Background: an optimization exercise with open tools, aiming at small area and a short achievable clock period. Do not read the settings as production practice.
The RTL was checked by simulation tests, not by an equivalence proof against the original design.

==> flow/design.v <==
module apb_master (
    input  wire PCLK,
    input  wire PRESETn,
    input  wire evnt_trig_i,
    input  wire PREADY,
    output wire m_setup,
    output wire m_access
);
    localparam [1:0] IDLE = 2'd0, SETUP = 2'd1, ACCESS = 2'd2;
    reg [1:0] state;
    reg [1:0] next_state;
    always @(*) begin
        case (state)
            IDLE:    next_state = evnt_trig_i ? SETUP : IDLE;
            SETUP:   next_state = ACCESS;
            ACCESS:  next_state = PREADY ? IDLE : ACCESS;
            default: next_state = IDLE;
        endcase
    end
    always @(posedge PCLK) begin
        if (!PRESETn) state <= IDLE;
        else          state <= next_state;
    end
    assign m_setup  = (state == SETUP);
    assign m_access = (state == ACCESS);
endmodule
module regbit (
    input  wire clk,
    input  wire we,
    input  wire hold,
    input  wire d,
    output reg  q
);
    always @(posedge clk)
        q <= (we & d) | (hold & q);
endmodule
module rd_and_or3 (
    input  wire [2:0] d,
    input  wire [2:0] s,
    output wire       y_n
);
    assign y_n = ~|(d & s);
endmodule
module rd_and_or2 (
    input  wire [1:0] d,
    input  wire [1:0] s,
    output wire       y_n
);
    assign y_n = ~|(d & s);
endmodule
module rd_bit (
    input  wire [31:0] d,
    input  wire [31:0] s,
    output wire        y
);
    wire [10:0] part_n;
    genvar g;
    generate
        for (g = 0; g < 10; g = g + 1) begin : g_part
            rd_and_or3 u_part (.d(d[3*g+2:3*g]), .s(s[3*g+2:3*g]), .y_n(part_n[g]));
        end
    endgenerate
    rd_and_or2 u_last (.d(d[31:30]), .s(s[31:30]), .y_n(part_n[10]));
    assign y = ~&part_n;
endmodule
module APB_slave (
    input  wire        PCLK,
    input  wire        PRESETn,
    input  wire        PREADY,
    input  wire        PWRITE,
    input  wire [31:0] PADDR,
    input  wire [31:0] PWRDATA,
    input  wire        m_setup,
    input  wire        m_access,
    output wire [31:0] PRDATA
);
    localparam [1:0] IDLE = 2'd0, SETUP = 2'd1, ACCESS = 2'd2;
    reg [1:0] state;
    reg [1:0] next_state;
    wire psel    = PRESETn & (m_setup | m_access);
    wire penable = m_access;
    always @(*) begin
        case (state)
            IDLE:    next_state = psel ? SETUP : IDLE;
            SETUP:   next_state = penable ? ACCESS : IDLE;
            ACCESS:  next_state = PREADY ? (psel ? SETUP : IDLE) : ACCESS;
            default: next_state = IDLE;
        endcase
    end
    always @(posedge PCLK or negedge PRESETn) begin
        if (!PRESETn) state <= IDLE;
        else          state <= next_state;
    end
    wire in_mem = PRESETn & (next_state == ACCESS) & ~|PADDR[31:5];
    wire rd_en  = in_mem & ~PWRITE;
    wire wr_en  = in_mem & PWRITE;
    wire [31:0] word_hit;
    genvar i, b;
    generate
        for (i = 0; i < 32; i = i + 1) begin : g_word_hit
            assign word_hit[i] = (PADDR[4:0] == i);
        end
    endgenerate
    wire [31:0] rd_sel = word_hit & {32{rd_en}};
    wire [31:0] wr_sel = word_hit & {32{wr_en}};
    wire [31:0] keep   = ~wr_sel;
    wire [31:0] bit_col [0:31];
    generate
        for (i = 0; i < 32; i = i + 1) begin : g_word
            for (b = 0; b < 32; b = b + 1) begin : g_bit
                regbit u_bit (.clk(PCLK), .we(wr_sel[i]), .hold(keep[i]),
                              .d(PWRDATA[b]), .q(bit_col[b][i]));
            end
        end
        for (b = 0; b < 32; b = b + 1) begin : g_rd
            rd_bit u_rd (.d(bit_col[b]), .s(rd_sel), .y(PRDATA[b]));
        end
    endgenerate
endmodule
module apb_top #(parameter DATA_WIDTH = 32, parameter ADDR_WIDTH = 32) (
    output [DATA_WIDTH-1:0] PRDATA_o,
    input                   PCLK_i,
    input                   PRESETn_i,
    input  [DATA_WIDTH-1:0] PWRDATA_i,
    input  [ADDR_WIDTH-1:0] PADDR_i,
    input                   PWRITE_i,
    input                   PREADY_i,
    input                   EVENT_i
);
    wire m_setup, m_access;
    apb_master master_inst (
        .PCLK(PCLK_i), .PRESETn(PRESETn_i), .evnt_trig_i(EVENT_i),
        .PREADY(PREADY_i), .m_setup(m_setup), .m_access(m_access)
    );
    APB_slave slave_inst (
        .PCLK(PCLK_i), .PRESETn(PRESETn_i), .PREADY(PREADY_i),
        .PWRITE(PWRITE_i), .PADDR(PADDR_i), .PWRDATA(PWRDATA_i),
        .m_setup(m_setup), .m_access(m_access), .PRDATA(PRDATA_o)
    );
endmodule
==> flow/config.mk <==
export PLATFORM = sky130hd
export DESIGN_NAME = apb_top
export DESIGN_NICKNAME = apb_top
export VERILOG_FILES = /design/flow/design.v
export SDC_FILE = /design/flow/constraint.sdc
export NUM_CORES = 4
export LEC_CHECK = 0
export CAP_MARGIN = 20
export CORE_MARGIN = 2
export CORE_UTILIZATION = 40
export SETUP_SLACK_MARGIN = 2.5
export SLEW_MARGIN = 20
export SYNTH_HIERARCHICAL = 1
==> flow/constraint.sdc <==
create_clock -name core_clock -period 6.0 [get_ports {PCLK_i}]
set_input_delay 1.2000 -clock core_clock [delete_from_list [all_inputs] [get_ports {PCLK_i}]]
set_output_delay 1.2000 -clock core_clock [all_outputs]
set_load 0.01 [all_outputs]
run.sh (not shown) runs the stock make flow with config.mk's settings and CLKGATE_MAP_FILE= SYNTH_SCRIPT=/design/flow/synth_recipe.tcl, a recipe that flattens the netlist after the stock synthesis.
Rerun with:
Settings changed: SETUP_SLACK_MARGIN 2.5 to default.
Effect: This time the run finished but fails on negative setup slack; wire length falls by 5.0%; synthesized cell count is unchanged; worst hold slack improved by 3.9 ps; worst setup slack got worse by 490 ps; cell area falls by 5.2%; core utilization falls by 2.9 points; global-route usage falls by 1.2 points; area after synthesis does not change.

-- static timing again, ports no longer ideal --
How much do the figures lean on ideal ports? The routed layouts below were timed once more, with nothing changed but the port constraints.
Step 1 sets driving cells, clkbuf_16 on the clock port and buf_2 on the other inputs (assumed; they add their load-dependent delay and slew).
Step 2 moves the port delays by t, midway between the first and last clock arrival at a register: inputs arrive t later, outputs are due t later. That takes back most of the time a late clock gives input paths.
Slacks: no drivers / after step 1 / after step 2; pairs: no drivers / after step 1.
run	t (ns)	setup WS [ns]	worst data-port slew with drivers (ns)
the first run	0.751	0.390 / 0.367 / 0.367	0.05
the second run	0.764	-0.105 / -0.137 / -0.137	0.05
For the second run, which loses most, drivers alone change the setup slack by -0.032 ns; drivers and shift together by -0.032 ns.
